Background: an optimization exercise with open tools, aiming at small area and a short achievable clock period. Do not read the settings as production practice. Where RTL was checked, it was by simulation tests only, not by an equivalence proof against the original.

==> flow/design.v (excerpt) <==
module cpu( 
    input clk,                           
    input RST,                           
    output [23:0] AB,                    
    output sync,                         
    input [7:0] DI,                      
    output reg [7:0] DO,                 
    output WE,                           
    input IRQ,                           
    input NMI,                           
    input RDY,                           
    input debug );
Size in the first run: ~210 flip-flops, ~48 I/O pins, roughly 20000 sq um of cells after synthesis.
Settings: LEC_CHECK=0, CAP_MARGIN=20, CORE_MARGIN=2, CORE_UTILIZATION=40, PLACE_DENSITY=0.6, SETUP_SLACK_MARGIN=4, SLEW_MARGIN=20; clock period 11.0 ns.
run.sh (not shown) runs the stock make flow with config.mk's settings and CLKGATE_MAP_FILE= SYNTH_SCRIPT=/design/flow/synth_recipe.tcl, a recipe that flattens the netlist after the stock synthesis.
Then changed:
--- a/flow/design.v
+++ b/flow/design.v
@@ -563,18 +563,40 @@
         RTS2: if( r )          busop = { S____, IDX___, DO____, DR___, WE___, AB_JMP0 };
              else               busop = { S____, IDX___, DO____, DR___, WE___, AB_JMP1 };
         SYNC:                    busop = { S____, IDX___, DO____, DR___, WE___, AB_OPER };
         ZPG0:                    busop = { S____, IDX_XY, DO_ALU, DR___, WE_ST, AB_ZPGX };
         ZPGR:                    busop = { S____, IDX_XY, DO_ALU, DR_DI, WE_ST, AB_INCR };
         ZPW0:                    busop = { S____, IDX_XY, DO____, DR___, WE___, AB_ZPGX };
        default:                 busop = { S____, IDX___, DO____, DR___, WE___, AB_OPER };           
     endcase
 endfunction
+function [24:0] padd24;                  
+    input [23:0] a;
+    input [23:0] b;
+    input c;
+    reg [24:0] G, P, Gn, Pn;
+    integer i, l;
+    begin
+        G = { a & b, c };
+        P = { a ^ b, 1'b0 };
+        for( l = 1; l < 25; l = l * 2 ) begin
+            Gn = G;
+            Pn = P;
+            for( i = l; i < 25; i = i + 1 ) begin
+                Gn[i] = G[i] | (P[i] & G[i - l]);
+                Pn[i] = P[i] & P[i - l];
+            end
+            G = Gn;
+            P = Pn;
+        end
+        padd24 = { G[24], (a ^ b) ^ G[23:0] };
+    end
+endfunction
 function [8:0] padd8;                    
     input [7:0] a;
     input [7:0] b;
     input c;
     reg [8:0] G, P, Gn, Pn;
     integer i, l;
     begin
         G = { a & b, c };
         P = { a ^ b, 1'b0 };
@@ -842,19 +864,19 @@
         2'b01: alu_bi = MEM;
         2'b10: alu_bi = 24'hffffff;
         2'b11: alu_bi = ~MEM;
     endcase
     case( alu_op[1:0] )
         2'b01: alu_ci = 1'b1;
         2'b10: alu_ci = C;
         default: alu_ci = 1'b0;
     endcase
-    {alu_C, alu_out} = alu_ai + alu_bi + alu_ci;
+    {alu_C, alu_out} = padd24( alu_ai, alu_bi, alu_ci );
     alu_si = C & alu_op[0];
     if( alu_op[8] )
         if( alu_op[7] )
             {alu_out, alu_C} = {alu_si, alu_out};
         else
             {alu_C, alu_out} = {alu_out, alu_si};
     else if( alu_op[7] )
         alu_out = { 16'h0000, DI };
     alu_N = (RWDTH == R_24) ? alu_out[23] : (RWDTH == R_16) ? alu_out[15] : alu_out[7];
@@ -884,31 +906,34 @@
                  | ({24{bs_D16}} & { 8'h00, DI, DR })
                  | ({24{bs_H}} & ab_hold);
 wire [1:0] x_op = ab_bra ? { cond, 1'b0 } : ab_x;
 wire [1:0] h_op = ab_bra ? { cond, cond & DI[7] } : ab_h;
 wire [7:0] abl_a = (x_op == 2'b11) ? XY[7:0] : base[7:0];
 wire [7:0] abl_b = ((x_op == 2'b01) ? XY[7:0] : 8'h00) | (x_op[1] ? DI : 8'h00);
 wire [8:0] abl_sum = padd8( abl_a, abl_b, ab_ci );
 wire abl_co = abl_sum[8] ^ (x_op[0] & XY[8]);
 wire [15:0] abh_base = base[23:8];
-wire abh_down = (h_op == 2'b11);
-wire [23:0] abh_run = allones( { 8'h00, abh_base ^ {16{abh_down}} } );
-wire abh_flip = h_op[0] ^ (h_op[1] & abl_co);
-wire [15:0] abh = abh_base ^ ({16{abh_flip}} & abh_run[15:0]);
+wire [23:0] abh_ones = allones( { 8'h00, abh_base } );
+wire [23:0] abh_zeros = allones( { 8'h00, ~abh_base } );
+wire [15:0] abh_p1 = abh_base ^ abh_ones[15:0];
+wire [15:0] abh_m1 = abh_base ^ abh_zeros[15:0];
+wire [15:0] abh_c0 = (h_op == 2'b01) ? abh_p1 : (h_op == 2'b11) ? abh_m1 : abh_base;
+wire [15:0] abh_c1 = (h_op[1] ^ h_op[0]) ? abh_p1 : abh_base;
+wire [15:0] abh = abl_co ? abh_c1 : abh_c0;
 assign AB = { abh, abl_sum[7:0] };
 always @(posedge clk)
     if( ab_op[8] )
         ab_hold <= AB;
 always @(posedge clk)
     if( RST )
         PC <= 24'hfffffa;
     else case( ab_op[7:6] )
-        2'b01: PC <= AB + 1'b1;
+        2'b01: PC <= AB ^ allones( AB );
         2'b10: PC <= 24'hfffff7;
         2'b11: PC <= 24'hfffffd;
       default:;
     endcase
 assign WE = we_op[0] | (we_op[1] & store);
 always @(posedge clk)
     if( dr_di ) begin
         D4 <= D3;
         D3 <= DR;
Result:
- routed wire length goes up by 9.2%
- clock skew goes up by 0.0094 ns
- count of clock-buffer cells in the layout goes up by 1
- via count goes up by 8.0%
- sequential share of layout area goes down by 1.6 points
- die area goes up by 4.3%
Function not checked in the second run of this note: the RTL went through the layout flow alone.

* * *

cpu, a different RTL version from the one above (not shown whole).
For scale: ~3200 cells after synthesis, ~48 I/O pins, ~0.021 mm2 of cells after synthesis.
clock: 11.0 ns
lec_check: 0
abc_area: 1
cap_margin: 20
core_margin: 2
core_utilization: 40
cts_buf_list: sky130_fd_sc_hd__clkbuf_8
place_density: 0.6
setup_slack_margin: 4
slew_margin: 20
Change:
--- a/flow/design.v
+++ b/flow/design.v
@@ -574,13 +574,13 @@
     input [7:0] b;
     input c;
     reg [8:0] G, P, Gn, Pn;
     integer i, l;
     begin
         G = { a & b, c };
-        P = { a | b, 1'b0 };             
+        P = { a ^ b, 1'b0 };
         for( l = 1; l < 9; l = l * 2 ) begin
             Gn = G;
             Pn = P;
             for( i = l; i < 9; i = i + 1 ) begin
                 Gn[i] = G[i] | (P[i] & G[i - l]);
                 Pn[i] = P[i] & P[i - l];
@@ -642,13 +642,13 @@
 wire adc_sbc = (ins_type == FLAG_ADD);
 wire cmp     = (ins_type == FLAG_CMP);
 wire bit_isn = (ins_type == FLAG_BIT);
 wire store = control[16];
 wire load = control[15];
 wire [1:0] reg_dst = control[12:11];
-reg [8:0] alu_op;                        
+wire [8:0] alu_op = control[10:2];
 wire shift = alu_op[8];
 wire clc = (OP == 8'h18);
 wire sec = (OP == 8'h38);
 wire cld = (OP == 8'hD8);
 wire sed = (OP == 8'hF8);
 wire cli = (OP == 8'h58);
@@ -803,13 +803,12 @@
     ab_bra <= (next_state == BRA0);
     ix_X   <= (nidx == SEL_X);
     ix_Y   <= (nidx == SEL_Y);
     src_X  <= (nop_dec[20:19] == SEL_X);
     src_Y  <= (nop_dec[20:19] == SEL_Y);
     src_A  <= (nop_dec[20:19] == SEL_A);
-    alu_op <= nop_dec[16:8];
 end
 wire [23:0] R = ({24{src_X}} & XR) | ({24{src_Y}} & YR) | ({24{src_A}} & AR);
 wire [8:0] XY = ({9{ix_X}} & XR[8:0]) | ({9{ix_Y}} & YR[8:0]);
 reg [23:0] R_IN;
 reg [23:0] MEM;
 reg [23:0] alu_ai;
@@ -892,16 +891,17 @@
                  | ({24{bs_H}} & ab_hold);
 wire [1:0] x_op = ab_bra ? { cond, 1'b0 } : ab_x;
 wire [1:0] h_op = ab_bra ? { cond, cond & DI[7] } : ab_h;
 wire [7:0] abl_a = (x_op == 2'b11) ? XY[7:0] : base[7:0];
 wire [7:0] abl_b = ((x_op == 2'b01) ? XY[7:0] : 8'h00) | (x_op[1] ? DI : 8'h00);
 wire [8:0] abl_sum = padd8( abl_a, abl_b, ab_ci );
+wire abl_co = abl_sum[8] ^ (x_op[0] & XY[8]);
 wire [15:0] abh_base = base[23:8];
 wire abh_down = (h_op == 2'b11);
 wire [23:0] abh_run = allones( { 8'h00, abh_base ^ {16{abh_down}} } );
-wire abh_flip = (h_op[0] ^ (h_op[1] & x_op[0] & XY[8])) ^ (h_op[1] & abl_sum[8]);    
+wire abh_flip = h_op[0] ^ (h_op[1] & abl_co);
 wire [15:0] abh = abh_base ^ ({16{abh_flip}} & abh_run[15:0]);
 assign AB = { abh, abl_sum[7:0] };
 always @(posedge clk)
     if( ab_op[8] )
         ab_hold <= AB;
 always @(posedge clk)
Result: Global-route usage went up by 0.83 points; wire length increases slightly; design area climbs slightly.
No functional check of the RTL was part of any run of this note.

* * *

Another version of the RTL of cpu (not shown whole).
Size: about 3,200 cells after synthesis, ~220 flip-flops, about 48 I/O pins, about 0.021 mm^2 of cells after synthesis.
==> flow/config.mk <==
export PLATFORM = sky130hd
export DESIGN_NAME = cpu
export DESIGN_NICKNAME = cpu
export VERILOG_FILES = /design/flow/design.v
export SDC_FILE = /design/flow/constraint.sdc
export NUM_CORES = 4
export LEC_CHECK = 0
export ABC_AREA = 1
export CAP_MARGIN = 20
export CORE_MARGIN = 2
export CORE_UTILIZATION = 40
export CTS_BUF_LIST = sky130_fd_sc_hd__clkbuf_8
export CTS_CLUSTER_DIAMETER = 60
export CTS_CLUSTER_SIZE = 14
export PLACE_DENSITY = 0.6
export SETUP_SLACK_MARGIN = 4
export SLEW_MARGIN = 20
==> flow/constraint.sdc <==
create_clock -name core_clock -period 11.0 [get_ports {clk}]
set_input_delay 2.2000 -clock core_clock [delete_from_list [all_inputs] [get_ports {clk}]]
set_output_delay 2.2000 -clock core_clock [all_outputs]
set_load 0.01 [all_outputs]
Change:
--- a/flow/design.v
+++ b/flow/design.v
@@ -663,31 +663,31 @@
 always @*
     casez( OP[7:4] )
         4'b000?: cond = ~N;
         4'b001?: cond =  N;
         4'b010?: cond = ~V;
         4'b011?: cond =  V;
         4'b1000: cond =  1;
         4'b1001: cond = ~C;
         4'b101?: cond =  C;
         4'b110?: cond = ~Z;
         4'b111?: cond =  Z;
     endcase
-wire [20:0] bus_op = busop( state, rti, cond, DI[7] );
-wire [10:0] ab_op = bus_op[10:0];
-wire [1:0] we_op = bus_op[12:11];
-wire dr_di = bus_op[13];
-wire [2:0] do_op = bus_op[16:14];
-wire pull = bus_op[19];
-wire push = bus_op[20];
+reg [1:0] we_op;                         
+reg dr_di;
+reg [2:0] do_op;
+reg pull, push;
+reg hold_ld;                             
+reg [1:0] pc_op;                         
+reg rmw1;                                
 wire [24:0] ir_dec = dec( IR, PREFIX[0] );
 wire [5:0] init_state = ir_dec[5:0];
 always @* begin
     next_state = state;
     if( RST )
         next_state = BRK4;
     else case( state )
         SYNC:  next_state = init_state;
         ABSW:  next_state = ABS0;
         ABS0:  next_state = ABS1;
         ABS1:  if (RBYTES == 0) next_state = DATA;
                else next_state = ABSR;
@@ -791,24 +791,32 @@
 reg ab_bra;                              
 reg ix_X, ix_Y;                          
 reg src_X, src_Y, src_A;                 
 always @(posedge clk) begin
     bs_S   <= ~nbus_op[5] & (nbus_op[4:3] == 2'b00);
     bs_PC  <= ~nbus_op[5] & (nbus_op[4:3] == 2'b01);
     bs_D24 <= ~nbus_op[5] & (nbus_op[4:3] == 2'b10) & nABWDTH;
     bs_D16 <= ~nbus_op[5] & (nbus_op[4:3] == 2'b10) & ~nABWDTH;
     bs_H   <= ~nbus_op[5] & (nbus_op[4:3] == 2'b11);
     ab_x   <= nbus_op[2:1];
     ab_h   <= nbus_op[10:9];
     ab_ci  <= nbus_op[0];
+    hold_ld <= nbus_op[8];
+    pc_op  <= nbus_op[7:6];
+    we_op  <= nbus_op[12:11];
+    dr_di  <= nbus_op[13];
+    do_op  <= nbus_op[16:14];
+    pull   <= nbus_op[19];
+    push   <= nbus_op[20];
+    rmw1   <= (next_state == RMW1);
     ab_bra <= (next_state == BRA0);
     ix_X   <= (nidx == SEL_X);
     ix_Y   <= (nidx == SEL_Y);
     src_X  <= (nop_dec[20:19] == SEL_X);
     src_Y  <= (nop_dec[20:19] == SEL_Y);
     src_A  <= (nop_dec[20:19] == SEL_A);
     alu_op <= nop_dec[16:8];
 end
 wire [23:0] R = ({24{src_X}} & XR) | ({24{src_Y}} & YR) | ({24{src_A}} & AR);
 wire [8:0] XY = ({9{ix_X}} & XR[8:0]) | ({9{ix_Y}} & YR[8:0]);
 reg [23:0] R_IN;
 reg [23:0] MEM;
@@ -883,42 +891,41 @@
         s_run[si] = s_run[si - 1] & (S[si - 1] ^ push);
 end
 always @(posedge clk)
     if( txs )              S <= R[15:0];
     else if( push | pull ) S <= S ^ s_run;
 wire [23:0] base = ({24{bs_S}} & { 8'h00, S })
                  | ({24{bs_PC}} & PC)
                  | ({24{bs_D24}} & { DI, DR, D3 })
                  | ({24{bs_D16}} & { 8'h00, DI, DR })
                  | ({24{bs_H}} & ab_hold);
 wire [1:0] x_op = ab_bra ? { cond, 1'b0 } : ab_x;
 wire [1:0] h_op = ab_bra ? { cond, cond & DI[7] } : ab_h;
-wire [7:0] abl_a = x_op[0] ? XY[7:0] : base[7:0];
-wire [8:0] abl_di = padd8( abl_a, DI, ab_ci );                              
-wire [8:0] abl_reg = base[7:0] + (x_op[0] ? XY[7:0] : 8'h00) + ab_ci;       
-wire [8:0] abl_sum = x_op[1] ? abl_di : abl_reg;
+wire [7:0] abl_a = (x_op == 2'b11) ? XY[7:0] : base[7:0];
+wire [7:0] abl_b = ((x_op == 2'b01) ? XY[7:0] : 8'h00) | (x_op[1] ? DI : 8'h00);
+wire [8:0] abl_sum = padd8( abl_a, abl_b, ab_ci );
 wire abl_co = abl_sum[8] ^ (x_op[0] & XY[8]);
 wire [15:0] abh_base = base[23:8];
 wire abh_down = (h_op == 2'b11);
 wire [23:0] abh_run = allones( { 8'h00, abh_base ^ {16{abh_down}} } );
 wire abh_flip = h_op[0] ^ (h_op[1] & abl_co);
 wire [15:0] abh = abh_base ^ ({16{abh_flip}} & abh_run[15:0]);
 assign AB = { abh, abl_sum[7:0] };
 always @(posedge clk)
-    if( ab_op[8] )
+    if( hold_ld )
         ab_hold <= AB;
 always @(posedge clk)
     if( RST )
         PC <= 24'hfffffa;
-    else case( ab_op[7:6] )
+    else case( pc_op )
         2'b01: PC <= AB + 1'b1;
         2'b10: PC <= 24'hfffff7;
         2'b11: PC <= 24'hfffffd;
       default:;
     endcase
 assign WE = we_op[0] | (we_op[1] & store);
 always @(posedge clk)
     if( dr_di ) begin
         D4 <= D3;
         D3 <= DR;
         DR <= DI;
     end
@@ -949,25 +956,25 @@
         3'b011:  begin rmw_lo = rmw_in[8:1];           rmw_hi = { C, 7'h00 }; end   
         3'b110:  begin rmw_lo = rmw_dec;               rmw_hi = (DR == 8'h00) ? 8'hff : 8'h00; end   
         default: begin rmw_lo = rmw_inc;               rmw_hi = 8'h00; end      
     endcase
 wire [7:0] do_reg = bytesel( R, RWDTH, RBYTES );
 wire [7:0] do_rmw = (RWDTH == R_32) ? rmw_hi : rmw_lo;
 always @*
     case( do_op )
         DO_PCL: DO = PC[7:0];
         DO_PCH: DO = PC[15:8];
         DO_PC3: DO = PC[23:16];
         DO_PHP: DO = php ? P : do_reg;
-        default: DO = (state == RMW1) ? do_rmw : do_reg;
+        default: DO = rmw1 ? do_rmw : do_reg;
     endcase
 always @(posedge clk)
     case( state )
         RTS0: if( rti )                         N <= DI[7];
         SYNC: if( plp )                         N <= DI[7];
               else if( bit_isn )                N <= DI[7];
               else if( load | cmp )             N <= alu_N;
      default:;
     endcase
 always @(posedge clk)
     case( state )
         RTS0: if( rti )                         V <= DI[6];
Effect: The changed run passed the timing, design-rule and antenna checks. Hold slack got worse by 0.011 ns. Non-clock buffer count came out lower by 19. Utilization is about the same. Synthesized cell count came out lower by 1.2%. Area after synthesis came out lower by 1.3%.
No run of this note included a check of the RTL's function; only the layout flow was run.

* * *

the previous run:
cpu with an RTL version that a note above also has.
Size in the first run: about 3,200 cells after synthesis, about 210 flip-flops, ~48 I/O pins.
clock: 11.0 ns
lec_check: 0
abc_area: 1
cap_margin: 20
core_margin: 2
core_utilization: 40
cts_buf_list: sky130_fd_sc_hd__clkbuf_8
place_density: 0.6
setup_slack_margin: 4
slew_margin: 20
The previous run | stages: all done | timing, DRC, antenna: all pass
[inputs] the current run vs the previous run
--- a/flow/design.v
+++ b/flow/design.v
@@ -642,13 +642,13 @@
 wire adc_sbc = (ins_type == FLAG_ADD);
 wire cmp     = (ins_type == FLAG_CMP);
 wire bit_isn = (ins_type == FLAG_BIT);
 wire store = control[16];
 wire load = control[15];
 wire [1:0] reg_dst = control[12:11];
-wire [8:0] alu_op = control[10:2];
+reg [8:0] alu_op;                        
 wire shift = alu_op[8];
 wire clc = (OP == 8'h18);
 wire sec = (OP == 8'h38);
 wire cld = (OP == 8'hD8);
 wire sed = (OP == 8'hF8);
 wire cli = (OP == 8'h58);
@@ -803,12 +803,13 @@
     ab_bra <= (next_state == BRA0);
     ix_X   <= (nidx == SEL_X);
     ix_Y   <= (nidx == SEL_Y);
     src_X  <= (nop_dec[20:19] == SEL_X);
     src_Y  <= (nop_dec[20:19] == SEL_Y);
     src_A  <= (nop_dec[20:19] == SEL_A);
+    alu_op <= nop_dec[16:8];
 end
 wire [23:0] R = ({24{src_X}} & XR) | ({24{src_Y}} & YR) | ({24{src_A}} & AR);
 wire [8:0] XY = ({9{ix_X}} & XR[8:0]) | ({9{ix_Y}} & YR[8:0]);
 reg [23:0] R_IN;
 reg [23:0] MEM;
 reg [23:0] alu_ai;
@@ -871,16 +872,22 @@
         YR <= alu_out;
 always @(posedge clk)
     if( reg_we && reg_dst == SEL_A )
         AR <= alu_out;
     else if( variation )                 
         AR <= {16'h6502, R_16, AB_24, 4'h0};
+reg [15:0] s_run;
+integer si;
+always @* begin
+    s_run[0] = 1'b1;
+    for( si = 1; si < 16; si = si + 1 )
+        s_run[si] = s_run[si - 1] & (S[si - 1] ^ push);
+end
 always @(posedge clk)
-    if( txs )       S <= R[15:0];
-    else if( push ) S <= S - 1'b1;
-    else if( pull ) S <= S + 1'b1;
+    if( txs )              S <= R[15:0];
+    else if( push | pull ) S <= S ^ s_run;
 wire [23:0] base = ({24{bs_S}} & { 8'h00, S })
                  | ({24{bs_PC}} & PC)
                  | ({24{bs_D24}} & { DI, DR, D3 })
                  | ({24{bs_D16}} & { 8'h00, DI, DR })
                  | ({24{bs_H}} & ab_hold);
 wire [1:0] x_op = ab_bra ? { cond, 1'b0 } : ab_x;
@@ -926,26 +933,25 @@
 always @*
     case( RWDTH )
         R_16: rmw_in = { DR[0], D3 };
         R_24: rmw_in = { D3[0], D4 };
         default: rmw_in = { 1'b0, DR };
     endcase
-wire rmw_si = C & alu_op[0];
-wire [7:0] rmw_sum = rmw_in[7:0] + ((alu_op[3:2] == 2'b10) ? 8'hff : 8'h00) + (alu_op[1:0] == 2'b01);
+wire [7:0] rmw_inc = rmw_in[7:0] + 8'h01;
+wire [7:0] rmw_dec = rmw_in[7:0] - 8'h01;
 reg [7:0] rmw_lo;                        
 reg [7:0] rmw_hi;                        
-always @* begin
-    if( alu_op[8] ) begin
-        rmw_lo = alu_op[7] ? rmw_in[8:1] : { rmw_in[6:0], rmw_si };
-        rmw_hi = alu_op[7] ? { rmw_si, 7'h00 } : 8'h00;
-    end
-    else begin
-        rmw_lo = rmw_sum;
-        rmw_hi = ((alu_op[3:2] == 2'b10) && (alu_op[1:0] != 2'b01) && (DR == 8'h00)) ? 8'hff : 8'h00;
-    end
-end
+always @*
+    case( OP[7:5] )
+        3'b000:  begin rmw_lo = { rmw_in[6:0], 1'b0 }; rmw_hi = 8'h00; end      
+        3'b001:  begin rmw_lo = { rmw_in[6:0], C };    rmw_hi = 8'h00; end      
+        3'b010:  begin rmw_lo = rmw_in[8:1];           rmw_hi = 8'h00; end      
+        3'b011:  begin rmw_lo = rmw_in[8:1];           rmw_hi = { C, 7'h00 }; end   
+        3'b110:  begin rmw_lo = rmw_dec;               rmw_hi = (DR == 8'h00) ? 8'hff : 8'h00; end   
+        default: begin rmw_lo = rmw_inc;               rmw_hi = 8'h00; end      
+    endcase
 wire [7:0] do_reg = bytesel( R, RWDTH, RBYTES );
 wire [7:0] do_rmw = (RWDTH == R_32) ? rmw_hi : rmw_lo;
 always @*
     case( do_op )
         DO_PCL: DO = PC[7:0];
         DO_PCH: DO = PC[15:8];
## What came out
When the current run is measured against the previous run, its flip-flop and latch count turns out about 4% higher.
The previous run → the current run: smallest hold slack fell 30 ps, number of gates resized after cts went down by 63, global routing usage on met1 decreased 2.5 points, wire length went down.
Layout overhead on the synthesized area was lower in the current run than in the previous run.

afterwards: timing with drivers on the ports:
No port has a modelled driver above. Below, the same layouts with a new extraction and two added sets of constraints.
Step 1, drivers: a clkbuf_16 drives clk and a buf_2 each remaining input, both assumed.
Step 2 adds t to the input delays and takes it off the output delays; t is the mean of the earliest and latest rising clock arrival at the registers after step 1. Input paths then give back, and output paths get back, about the clock's delay inside the block.
Slacks: no drivers / after step 1 / after step 2; pairs: no drivers / after step 1.
| run | shift t [ns] | slack for setup (ns) | hold WS [ns] | slew at the worst register clock pin (ns) |
|---|---|---|---|---|
| the first run of note 1 | 0.621 | 3.792 / 3.770 / 3.770 | 0.519 / 0.519 / 0.519 | 0.06 / 0.06 |
| the second run of note 1 | 0.611 | 3.686 / 3.654 / 3.228 | 0.489 / 0.489 / 0.489 | 0.07 / 0.07 |
| the first run of note 2 | 0.667 | 3.969 / 3.927 / 3.927 | 0.451 / 0.451 / 0.451 | 0.06 / 0.06 |
| the second run of note 2 | 0.655 | 3.988 / 3.969 / 3.313 | 0.486 / 0.486 / 0.486 | 0.07 / 0.07 |
| the first run of note 3 | 0.676 | 4.089 / 4.039 / 3.567 | 0.493 / 0.493 / 0.493 | 0.10 / 0.10 |
| the second run of note 3 | 0.701 | 3.941 / 3.901 / 3.901 | 0.482 / 0.482 / 0.482 | 0.10 / 0.10 |
| the previous run | 0.676 | 3.994 / 3.963 / 3.963 | 0.492 / 0.492 / 0.492 | 0.07 / 0.07 |
| the current run | 0.677 | 4.128 / 4.106 / 4.106 | 0.463 / 0.463 / 0.463 | 0.08 / 0.08 |
After both steps every run listed still meets setup and hold. For the second run of note 2, which loses most, drivers alone change the setup slack by -0.019 ns; drivers and shift together by -0.675 ns.
